This is an optimization exercise on Yosys and OpenROAD, whose aim is small area, not a production implementation.
Function was checked by simulation only, so behaviour that the tests miss may differ from the original.
Power figures rest on the tool's default switching activity, not on a simulated workload.

[flow/run.sh]
#!/bin/bash
# synth_recipe.tcl (not shown) runs the flow's synth.tcl, then flattens the netlist and writes it again
# the make line also repeats each setting of config.mk as NAME=value (left out here)
make -C /OpenROAD-flow-scripts/flow DESIGN_CONFIG=/design/flow/config.mk WORK_HOME=/design/flow/orfs CLKGATE_MAP_FILE= SYNTH_SCRIPT=/design/flow/synth_recipe.tcl finish
[flow/config.mk]
export PLATFORM = sky130hd
export DESIGN_NAME = uart_copro_top
export DESIGN_NICKNAME = uart_copro_top
export VERILOG_FILES = /design/flow/design.v
export SDC_FILE = /design/flow/constraint.sdc
export NUM_CORES = 4
export LEC_CHECK = 0
export CAP_MARGIN = 20
export CORE_MARGIN = 2
export CORE_UTILIZATION = 40
export SLEW_MARGIN = 20
[flow/constraint.sdc]
create_clock -name core_clock -period 10.0 [get_ports {clk}]
set_input_delay 2.0000 -clock core_clock [delete_from_list [all_inputs] [get_ports {clk}]]
set_output_delay 2.0000 -clock core_clock [all_outputs]
set_load 0.01 [all_outputs]
[flow/design.v]
`timescale 1ns / 1ps
module baud_rate_generator
    #(               
        parameter   N = 10,      
                    M = 651      
    )
    (
        input clk_100MHz,        
        input reset,             
        output tick              
    );
    reg [N-1:0] counter;         
    wire [N-1:0] next;           
    always @(posedge clk_100MHz)
        if(reset)
            counter <= 0;
        else
            counter <= next;
    assign next = (counter >= (M-1)) ? 0 : counter + 1;
    assign tick = (counter >= (M-1)) ? 1'b1 : 1'b0;
endmodule
`timescale 1ns / 1ps
module uart_receiver
    #(
        parameter   DBITS = 8,           
                    SB_TICK = 16         
    )
    (
        input clk_100MHz,                
        input reset,                     
        input rx,                        
        input sample_tick,               
        output reg data_ready,           
        output [DBITS-1:0] data_out      
    );
    localparam [1:0] idle  = 2'b00,
                     start = 2'b01,
                     data  = 2'b10,
                     stop  = 2'b11;
    reg [1:0] state, next_state;         
    reg [3:0] tick_reg, tick_next;       
    reg [2:0] nbits_reg, nbits_next;     
    reg [7:0] data_reg, data_next;       
    always @(posedge clk_100MHz)
        if(reset) begin
            state <= idle;
            tick_reg <= 0;
            nbits_reg <= 0;
            data_reg <= 0;
        end
        else begin
            state <= next_state;
            tick_reg <= tick_next;
            nbits_reg <= nbits_next;
            data_reg <= data_next;
        end        
    always @* begin
        next_state = state;
        data_ready = 1'b0;
        tick_next = tick_reg;
        nbits_next = nbits_reg;
        data_next = data_reg;
        case(state)
            idle:
                if(~rx) begin                
                    next_state = start;
                    tick_next = 0;
                end
            start:
                if(sample_tick)
                    if(tick_reg == 7) begin
                        next_state = data;
                        tick_next = 0;
                        nbits_next = 0;
                    end
                    else
                        tick_next = tick_reg + 1;
            data:
                if(sample_tick)
                    if(tick_reg == 15) begin
                        tick_next = 0;
                        data_next = {rx, data_reg[7:1]};
                        if(nbits_reg == (DBITS-1))
                            next_state = stop;
                        else
                            nbits_next = nbits_reg + 1;
                    end
                    else
                        tick_next = tick_reg + 1;
            stop:
                if(sample_tick)
                    if(tick_reg == (SB_TICK-1)) begin
                        next_state = idle;
                        data_ready = 1'b1;
                    end
                    else
                        tick_next = tick_reg + 1;
        endcase                    
    end
    assign data_out = data_reg;
endmodule
`timescale 1ns / 1ps
module uart_transmitter
    #(
        parameter   DBITS = 8,           
                    SB_TICK = 16         
    )
    (
        input clk_100MHz,                
        input reset,                     
        input tx_start,                  
        input sample_tick,               
        input [DBITS-1:0] data_in,       
        output reg tx_done,              
        output tx,                        
        output [1:0] state_out
    );
    localparam [1:0]    idle  = 2'b00,
                        start = 2'b01,
                        data  = 2'b10,
                        stop  = 2'b11;
    reg [1:0] state, next_state;             
    reg [3:0] tick_reg, tick_next;           
    reg [2:0] nbits_reg, nbits_next;         
    reg [DBITS-1:0] data_reg, data_next;     
    reg tx_reg, tx_next;                     
    always @(posedge clk_100MHz)
        if(reset) begin
            state <= idle;
            tick_reg <= 0;
            nbits_reg <= 0;
            data_reg <= 0;
            tx_reg <= 1'b0;
        end
        else begin
            state <= next_state;
            tick_reg <= tick_next;
            nbits_reg <= nbits_next;
            data_reg <= data_next;
            tx_reg <= tx_next;
        end
    always @* begin
        next_state = state;
        tx_done = 1'b0;
        tick_next = tick_reg;
        nbits_next = nbits_reg;
        data_next = data_reg;
        tx_next = tx_reg;
        case(state)
            idle: begin                      
                tx_next = 1'b1;              
                if(tx_start) begin           
                    next_state = start;
                    tick_next = 0;
                    data_next = data_in;
                end
            end
            start: begin
                tx_next = 1'b0;              
                if(sample_tick)
                    if(tick_reg == 15) begin
                        next_state = data;
                        tick_next = 0;
                        nbits_next = 0;
                    end
                    else
                        tick_next = tick_reg + 1;
            end
            data: begin
                tx_next = data_reg[0];
                if(sample_tick)
                    if(tick_reg == 15) begin
                        tick_next = 0;
                        data_next = data_reg >> 1;
                        if(nbits_reg == (DBITS-1))
                            next_state = stop;
                        else
                            nbits_next = nbits_reg + 1;
                    end
                    else
                        tick_next = tick_reg + 1;
            end
            stop: begin
                tx_next = 1'b1;          
                if(sample_tick)
                    if(tick_reg == (SB_TICK-1)) begin
                        next_state = idle;
                        tx_done = 1'b1;
                    end
                    else
                        tick_next = tick_reg + 1;
            end
        endcase    
    end
    assign tx = tx_next;  
    assign state_out = state;
endmodule
`timescale 1ns /1ps
 module fifo_shift
	#(
	   parameter	DATA_SIZE  = 8,	        
				    ADDR_SPACE = 4	            
	)
	(
	   input clk,                               
	   input reset,                             
       input write_to_fifo,                     
	   input [DATA_SIZE-1:0] write_data_in,     
       input write_batch_to_fifo,               
       input [(DATA_SIZE * ADDR_SPACE)-1:0] write_batch_data_in,        
       input shift,
	   output [DATA_SIZE-1:0] read_data_out,    
       output [DATA_SIZE-1:0] read_data_out_last,    
	   output [(DATA_SIZE * ADDR_SPACE)-1:0] read_all_data_out,
	   output reg tick
);
	reg [(DATA_SIZE * ADDR_SPACE)-1:0] memory;		 
	reg fifo_full, fifo_empty, full_buff, empty_buff;
    wire [(DATA_SIZE * ADDR_SPACE)-1:0]shifted_memory = memory << DATA_SIZE;  
    reg past_shift;
	always @(posedge clk) begin
	    tick <= 1'b0;
        if(write_batch_to_fifo) begin
            memory <= write_batch_data_in;
			tick <= 1'b1;
		end
		if(write_to_fifo || (shift != past_shift && shift == 1)) begin  
		    memory <= shifted_memory | write_data_in ;   
			tick <= 1'b1;
		end 
        past_shift <= shift;
        if (reset) past_shift <= 1'b0;
    end
	assign read_data_out = memory[DATA_SIZE-1:0];
	assign read_data_out_last = memory[(DATA_SIZE * ADDR_SPACE)-1:(DATA_SIZE * (ADDR_SPACE-1))];
	assign read_all_data_out = memory;
endmodule
`timescale 1ns / 1ps
module uart_top
    #(
        parameter   
            DBITS = 8,           
            SB_TICK = 16,        
            BR_LIMIT = 14,      
            BR_BITS = 4,        
            FIFO_IN_SIZE = 4,        
            FIFO_OUT_SIZE = 4, 
            FIFO_OUT_SIZE_EXP = 32
    )
    (
        input clk_100MHz,                
        input reset,                     
        input [DBITS-1:0] write_data,    
        input rx,                
        output tx,               
        output rx_char_received, 
        output rx_full,                  
        output rx_empty,                 
        output [DBITS*FIFO_IN_SIZE - 1:0] rx_out,
        output [DBITS*FIFO_OUT_SIZE - 1:0] tx_fifo_out,
        input tx_trigger,
        input [DBITS*FIFO_OUT_SIZE -1 :0] tx_in  
    );
    wire tick;                           
    baud_rate_generator 
        #(
            .M(BR_LIMIT), 
            .N(BR_BITS)
         ) 
        BAUD_RATE_GEN   
        (
            .clk_100MHz(clk_100MHz), 
            .reset(reset),
            .tick(tick)
         );
    wire rx_done_tick;                   
    wire [DBITS-1:0] rx_data_out;        
    uart_receiver
        #(
            .DBITS(DBITS),
            .SB_TICK(SB_TICK)
         )
         UART_RX_UNIT
         (
            .clk_100MHz(clk_100MHz),
            .reset(reset),
            .rx(rx),
            .sample_tick(tick),
            .data_ready(rx_done_tick),
            .data_out(rx_data_out)
         );
    assign rx_char_received = rx_done_tick;
    reg  [(DBITS * FIFO_IN_SIZE)-1:0] memory;
    wire [(DBITS * FIFO_IN_SIZE)-1:0] shifted_memory = memory << DBITS; 
    always @ (posedge clk_100MHz) begin
        if (reset) begin
            memory <= 0;
        end else if (rx_done_tick) begin
            memory <= shifted_memory | rx_data_out;
        end
    end
    assign rx_out = memory;
    wire tx_done_tick;                   
    wire read_tick;
    wire tx_empty;                       
    wire tx_fifo_not_empty;              
    fifo_shift
        #(
            .DATA_SIZE(DBITS),
            .ADDR_SPACE(FIFO_OUT_SIZE)
         )
         FIFO_TX_UNIT
         (
             .clk(clk_100MHz),
             .reset(reset),
             .write_to_fifo(1'b0),
             .write_data_in({DBITS{1'b0}}),
             .write_batch_to_fifo(tx_trigger),
             .write_batch_data_in(tx_in),
             .shift(tx_done_tick),
             .read_data_out_last(tx_fifo_out),
             .tick(read_tick)  
           );
    reg [FIFO_OUT_SIZE_EXP-1:0] count;
    reg tx_done_tick_latch;
    wire tx_send = count != 0 & ~tx_trigger;
    uart_transmitter
        #(
            .DBITS(DBITS),
            .SB_TICK(SB_TICK)
         )
         UART_TX_UNIT
         (
            .clk_100MHz(clk_100MHz),
            .reset(reset),
            .tx(tx),
            .sample_tick(tick),
            .tx_start(tx_send),
            .data_in(tx_fifo_out),
            .tx_done(tx_done_tick)
         );
    always @(posedge clk_100MHz) begin
        if (reset) begin
            count <= 0;
        end else if (tx_trigger) begin
            count <= FIFO_OUT_SIZE;  
        end else if (tx_done_tick != tx_done_tick_latch && tx_done_tick && count != 0) begin
            count <= count - 1;
        end
        tx_done_tick_latch <= reset ? 1'b0 : tx_done_tick;
    end
endmodule
module coprocessor #(
    parameter WIDTH_DIN  = 18*8,
    parameter WIDTH_DOUT = 18*8
)(
    input clk, 
    input rst, 
    input [WIDTH_DIN-1:0] din,
    input din_valid,
    output [WIDTH_DOUT-1:0] dout,
    output dout_valid, 
    input [1:0] control
);  
    reg send;
    always @ (posedge clk) begin
        if (rst) send <= 1'b0;
        else     send <= din_valid;
    end
    reg [WIDTH_DIN-1:0] prev_din_2;
    reg [WIDTH_DIN-1:0] prev_din;
    always @ (posedge clk) begin
        if (rst) begin
            prev_din_2 <= 0;
            prev_din   <= 0;
        end else if (din_valid) begin
            prev_din_2[WIDTH_DIN-1:0] <= prev_din[WIDTH_DIN-1:0];
            prev_din  [WIDTH_DIN-1:0] <= din[WIDTH_DIN-1:0];
        end
    end
    wire [WIDTH_DIN-1:0] out = (
        control[0] ? din :
        control[1] ? prev_din_2 :
                     (prev_din + din)
    );
    assign dout = out;  
    assign dout_valid = send;
endmodule
module uart_copro_top(
    input  clk,
    input  reset,
    input  rx,
    output tx,
    input  [1:0] mode
);
    parameter DBITS = 8;
    parameter UART_FRAME_SIZE = 16;
    wire [UART_FRAME_SIZE*DBITS-1:0] uart_rx_out;
    wire [UART_FRAME_SIZE*DBITS-1:0] uart_tx_out;
    wire                             uart_tx_controller_send;
    wire                             uart_rx_received;
    wire rx_full, rx_empty;
    uart_top 
        #(
            .FIFO_IN_SIZE(UART_FRAME_SIZE),
            .FIFO_OUT_SIZE(UART_FRAME_SIZE),
            .FIFO_OUT_SIZE_EXP(32)
        ) 
        UART_UNIT
        (
            .clk_100MHz  (clk),
            .reset       (reset),
            .write_data  ({DBITS{1'b0}}),
            .rx          (rx),
            .tx          (tx),
            .rx_char_received (uart_rx_received),
            .rx_full     (rx_full),
            .rx_empty    (rx_empty),
            .rx_out      (uart_rx_out),
            .tx_trigger  (uart_tx_controller_send),
            .tx_in       (uart_tx_out) 
        );
    reg [7:0] rx_char_count;
    reg din_valid;
    reg [UART_FRAME_SIZE*DBITS-1:0] din_dly;
    always @ (posedge clk) begin
        if (reset) begin
            rx_char_count <= 0; 
            din_valid     <= 0;
            din_dly       <= 0;
        end else if (uart_rx_received) begin
            if (rx_char_count >= 15) begin
                rx_char_count <= 0;
                din_valid     <= 1;  
            end else begin
                rx_char_count <= rx_char_count + 1;
                din_valid     <= 0;
            end
        end else if (rx_char_count == 0) begin
            din_valid     <= 0;
            din_dly       <= uart_rx_out;
        end
    end
    coprocessor #(
        .WIDTH_DIN    (UART_FRAME_SIZE*DBITS),
        .WIDTH_DOUT   (UART_FRAME_SIZE*DBITS)
    ) u_coprocessor (
        .clk (clk),
        .rst (reset),
        .din         (din_dly),
        .din_valid   (din_valid),
        .dout        (uart_tx_out),
        .dout_valid  (uart_tx_controller_send), 
        .control     (mode)
    );
endmodule
==> summary.txt <==
## metal layers
layer / global-route usage / part of all wire / vias to the layer above
li1: - / - / 15710
met1: 0.3171 / 0.48 / 15160
met2: 0.3598 / 0.45 / 711
met3: 0.02779 / 0.046 / 153
met4: 0.05089 / 0.021 / 2
met5: 0 / 0.00012 / -
## cell usage after synthesis (all sizes together) (24+ instances only)
| cell | count |
|---|---|
| a211oi | 24 |
| a21o | 87 |
| a21oi | 547 |
| a31oi | 31 |
| buf | 59 |
| clkbuf | 241 |
| dfxtp | 601 |
| edfxtp | 120 |
| ha | 149 |
| inv | 64 |
| mux2i | 291 |
| nand2 | 899 |
| nand3 | 33 |
| nand4 | 57 |
| nor2 | 519 |
| nor3 | 36 |
| o211ai | 50 |
| o21ai | 310 |
| o21bai | 56 |
| o22ai | 47 |
| xnor2 | 98 |
| xor2 | 53 |
## logic make-up after synthesis
family,after synthesis
adders and majority gates,150
DFF,721
and+or+nand+nor,1651
buffers and inverters,366
AOI/OAI and AO/OA,1264
muxes,294
xor gates and xnor gates,151
## stage by stage
step / cell area, sq um / total power [mW] / worst slack, ns / hold WS, ns / std cells
finish: 41000 / 6.338 / 5.236 / 0.4547 / 5742
global route: 41000 / 6.550 / 4.960 / 0.4746 / 5742
CTS: 41000 / 6.402 / 5.328 / 0.4540 / 5742
detailed placement: 38220 / 3.305 / 5.373 / 0.4452 / 5588
global placement: 38220 / 3.300 / 5.537 / 0.4411 / 5588
floorplan: 37490 / 3.238 / 5.411 / 0.4315 / 4597
## cells in the final DEF, fill, tap and decap left out, types with 7 or more instances in the layout
master                        n
sky130_fd_sc_hd__xor2_1      53
sky130_fd_sc_hd__ha_1       149
sky130_fd_sc_hd__bufinv_16    8
sky130_fd_sc_hd__nor2b_1      9
sky130_fd_sc_hd__a221oi_1     7
sky130_fd_sc_hd__o21ai_0    295
sky130_fd_sc_hd__and3_1      20
sky130_fd_sc_hd__xnor2_1     98
sky130_fd_sc_hd__a21o_1      86
sky130_fd_sc_hd__clkinv_1    10
sky130_fd_sc_hd__clkbuf_1    16
sky130_fd_sc_hd__o21ai_1     14
sky130_fd_sc_hd__clkbuf_16   85
sky130_fd_sc_hd__o21bai_1    56
sky130_fd_sc_hd__edfxtp_1   120
sky130_fd_sc_hd__dfxtp_1    599
sky130_fd_sc_hd__nand2b_1     8
sky130_fd_sc_hd__o211ai_1    48
sky130_fd_sc_hd__clkbuf_8     7
sky130_fd_sc_hd__o21a_1      23
sky130_fd_sc_hd__a211oi_1    22
sky130_fd_sc_hd__nand2_1    898
sky130_fd_sc_hd__a21oi_1    542
sky130_fd_sc_hd__nand3_1     32
sky130_fd_sc_hd__clkinv_2    13
sky130_fd_sc_hd__buf_4       33
sky130_fd_sc_hd__nand4_1     57
sky130_fd_sc_hd__nor4_1      20
sky130_fd_sc_hd__a21boi_0     7
sky130_fd_sc_hd__o22ai_1     47
sky130_fd_sc_hd__mux2i_1    291
sky130_fd_sc_hd__o221ai_1     7
sky130_fd_sc_hd__or3_1        9
sky130_fd_sc_hd__a221o_1     10
sky130_fd_sc_hd__nor2_1     515
sky130_fd_sc_hd__a31oi_1     29
sky130_fd_sc_hd__nor3_1      36
sky130_fd_sc_hd__or4_1        7
sky130_fd_sc_hd__inv_1       63
## worst max-delay path: stages, from the launching register on
cell and delay [ns]:
sky130_fd_sc_hd__dfxtp_1 0.33, sky130_fd_sc_hd__ha_1 0.24, sky130_fd_sc_hd__fa_1 0.45, sky130_fd_sc_hd__a211oi_1 0.37
sky130_fd_sc_hd__o21ai_1 0.15, sky130_fd_sc_hd__a31oi_1 0.34, sky130_fd_sc_hd__nand2_1 0.20, sky130_fd_sc_hd__a31oi_1 0.38
sky130_fd_sc_hd__o31ai_1 0.13, sky130_fd_sc_hd__buf_4 0.17, sky130_fd_sc_hd__o31a_1 0.37, sky130_fd_sc_hd__o21ai_0 0.54
sky130_fd_sc_hd__a22oi_1 0.30, sky130_fd_sc_hd__a31oi_1 0.26, sky130_fd_sc_hd__xor2_1 0.17, sky130_fd_sc_hd__o22ai_1 0.10
## final timing paths
kind / endpoint / slack (ns) / from / depth (start not counted)
min reg2reg: din_dly[121]$_SDFFE_PP0P_ / 0.45 / UART_UNIT.memory[121]$_SDFFE_PP0P_ / 2
max reg2reg: UART_UNIT.FIFO_TX_UNIT.memory[124]$_DFFE_PP_ / 5.24 / din_dly[0]$_SDFFE_PP0P_ / 15
max: UART_UNIT.FIFO_TX_UNIT.memory[124]$_DFFE_PP_ / 5.24 / din_dly[0]$_SDFFE_PP0P_ / 15
min: din_dly[121]$_SDFFE_PP0P_ / 0.45 / UART_UNIT.memory[121]$_SDFFE_PP0P_ / 2
## where the power goes
group	internal, mW	switching [mW]
logic	0.0818	0.179
clock network	1.83	1.27
registers	2.96	0.0166
## area by class of cell
type | instances | share of cell area
Multi-Input combinational cell | 3510 | 0.4988
Clock inverter | 46 | 0.01196
Sequential cell | 721 | 0.3815
Tap cell | 1254 | 0.03827
Clock buffer | 108 | 0.05569
Inverter | 64 | 0.005920
Timing Repair Buffer | 39 | 0.007934
==> impl_metrics.prom <==
# TYPE chip_impl_metric gauge
chip_impl_metric{name="drt_first_pass_iters",unit=""} 6
chip_impl_metric{name="filler_cell_count",unit=""} 9449
chip_impl_metric{name="ys_warnings",unit=""} 9
chip_impl_metric{name="drt_first_iter_violations",unit=""} 2352
chip_impl_metric{name="floorplan.die.height",unit="um"} 310.1
chip_impl_metric{name="core_region_area",unit="sq mm"} 0.09305
chip_impl_metric{name="synth-seq-cells",unit=""} 721
chip_impl_metric{name="power.density",unit="mW/mm^2"} 154.6
chip_impl_metric{name="post-route-drc-count",unit=""} 0
chip_impl_metric{name="worst_ep_required_time",unit="ns"} 10.39
chip_impl_metric{name="first_global_vias",unit=""} 30160
chip_impl_metric{name="area.sequential",unit="sq mm"} 0.01564
chip_impl_metric{name="floorplan.die_area",unit="sq mm"} 0.09619
chip_impl_metric{name="fin_worst_skew",unit="ns"} 0.02183
chip_impl_metric{name="grt_start_max_net_pins",unit=""} 198
chip_impl_metric{name="initial_utilization",unit=""} 0.4029
chip_impl_metric{name="post_synth_and_or_nand_nor_area_fraction",unit=""} 0.1800
chip_impl_metric{name="antenna_found_initial",unit=""} 1
chip_impl_metric{name="post_synth_inst_count",unit=""} 4597
chip_impl_metric{name="numCtsBuffers",unit=""} 82
chip_impl_metric{name="synth_unique_cells",unit=""} 92
chip_impl_metric{name="syn_area_per_cell",unit="sq um"} 8.155
chip_impl_metric{name="antenna_left",unit=""} 0
chip_impl_info{name="cp-start-kind",value="register"} 1
chip_impl_info{name="synth_flop_cell",value="sky130_fd_sc_hd__dfxtp_1"} 1
chip_impl_metric{name="synth_largest_type_area_fraction",unit=""} 0.3209
chip_impl_metric{name="avgRoutedWirePerCell",unit="um"} 18.89
chip_impl_metric{name="synth_enable_flop_cells",unit=""} 120
chip_impl_metric{name="insertion_delay",unit="ns"} 0.66
chip_impl_metric{name="clock_path_buffers",unit=""} 3
chip_impl_metric{name="fraction_of_synthesized_cell_area_in_xor_and_xnor_cells",unit=""} 0.03528
chip_impl_metric{name="total_number_of_nets_in_the_final_design",unit=""} 4573
chip_impl_metric{name="multi_input_area",unit="sq mm"} 0.02045
chip_impl_metric{name="routabilityCongestion",unit=""} 0.9508
chip_impl_metric{name="power_leakage",unit="nW"} 14.06
chip_impl_info{name="ys_top_cells_by_area",value="sky130_fd_sc_hd__dfxtp_1 (32%), sky130_fd_sc_hd__edfxtp_1 (9.6%), sky130_fd_sc_hd__nand2_1 (9.0%), sky130_fd_sc_hd__mux2i_1 (7.8%), sky130_fd_sc_hd__a21oi_1 (7.2%)"} 1
chip_impl_info{name="tritoncts_clock_tree",value="done"} 1
chip_impl_metric{name="avgViaCountPerCell",unit=""} 5.527
chip_impl_metric{name="slew_viol_final",unit=""} 0
chip_impl_info{name="synth_area_leader_cell",value="sky130_fd_sc_hd__dfxtp_1"} 1
chip_impl_metric{name="muxShareOfSynthArea",unit=""} 0.07860
chip_impl_metric{name="min_period",unit="ns"} 4.764
chip_impl_metric{name="syn_to_final_growth",unit="%"} 9.365
chip_impl_metric{name="postSynthNetCount",unit=""} 4752
chip_impl_metric{name="period_share",unit=""} 0.4764
chip_impl_metric{name="synthArstFlopShare",unit=""} 0
chip_impl_metric{name="post_cts_resize_count",unit=""} 0
chip_impl_metric{name="hold_violations",unit=""} 0
chip_impl_metric{name="postRouteWirelength",unit="mm"} 108.5
chip_impl_metric{name="design.portCount",unit=""} 6
chip_impl_metric{name="max_clock_freq",unit="MHz"} 209.9
chip_impl_metric{name="dieWidth",unit="um"} 310.1
chip_impl_metric{name="setup-tns-final",unit="ns"} 0
chip_impl_metric{name="cts-htree-levels",unit=""} 3
chip_impl_metric{name="clock_sinks",unit=""} 721
chip_impl_metric{name="netlist_area",unit="sq mm"} 0.03749
chip_impl_metric{name="grt_first_pass_wirelength",unit="mm"} 172.0
chip_impl_info{name="critPathKind",value="register to register"} 1
chip_impl_metric{name="holdBufCountCts",unit=""} 0
chip_impl_metric{name="num_rows",unit=""} 112
chip_impl_metric{name="route.vias.total",unit=""} 31740
chip_impl_metric{name="vdd_drop_max",unit="mV"} 0.1193
chip_impl_metric{name="dp_hpwl",unit="mm"} 72.78
chip_impl_metric{name="synth_compound_gate_area_share",unit=""} 0.2000
chip_impl_metric{name="maxCapViolations",unit=""} 0
chip_impl_metric{name="postCtsSetupBuffers",unit=""} 0
chip_impl_info{name="rsz0062_at_grt",value="false"} 1
chip_impl_metric{name="post_synth_fa_ha_maj_area_fraction",unit=""} 0.05026
chip_impl_metric{name="gr-total-overflow",unit=""} 0
chip_impl_metric{name="tot_gr_track_use",unit=""} 0.2230
chip_impl_info{name="status",value="complete, no violations"} 1
chip_impl_metric{name="register_area_share_after_synthesis",unit=""} 0.4170
chip_impl_metric{name="cts.reportedPaths.clkPinSlew",unit="ns"} 0.06
chip_impl_metric{name="max_slew.worst_pin.slew",unit="ns"} 1.118
chip_impl_info{name="largest_family_of_logic_cells_by_synthesized_area",value="compound AO/OA/AOI/OAI gates"} 1
chip_impl_metric{name="crit_path_max_fanout",unit=""} 4
chip_impl_metric{name="worst_ep_arrival_time",unit="ns"} 5.16
chip_impl_metric{name="portbufs",unit=""} 5
chip_impl_metric{name="final_core_utilization",unit=""} 0.4406
chip_impl_metric{name="diodes",unit=""} 0
chip_impl_metric{name="timing.slew.headroom",unit=""} 0.2543
chip_impl_info{name="clock-root-buffer",value="sky130_fd_sc_hd__clkbuf_16"} 1
chip_impl_info{name="critical_path.endpoint_type",value="register"} 1
chip_impl_info{name="timing.hold.worst.class",value="register to register"} 1
chip_impl_metric{name="drive_above_1_share",unit=""} 0.04924
chip_impl_metric{name="report.final.setup_viol",unit=""} 0

port drivers added, routing unchanged:
In the flow no input, the clock included, has a driving cell. The finished layout below was timed again as built, in two steps. Step 1: set_driving_cell puts a clkbuf_16 on clk and a buf_2 on each other input, an assumption about the parent block. Step 2 also shifts input and output timing later by t, the mid clock arrival at the registers, as if the neighbouring blocks saw the same clock. a / b / c = ideal / step 1 / step 2; a / b = the first two.
t (ns): 0.711
setup slack, ns: 5.236 / 5.236 / 5.236
worst setup path at the end: register to register
clock arrival spread, ns: 0.022 / 0.022
After both steps setup and hold are still met in this run. For this run, drivers alone change the setup slack by 0.000 ns; drivers and shift together by 0.000 ns.
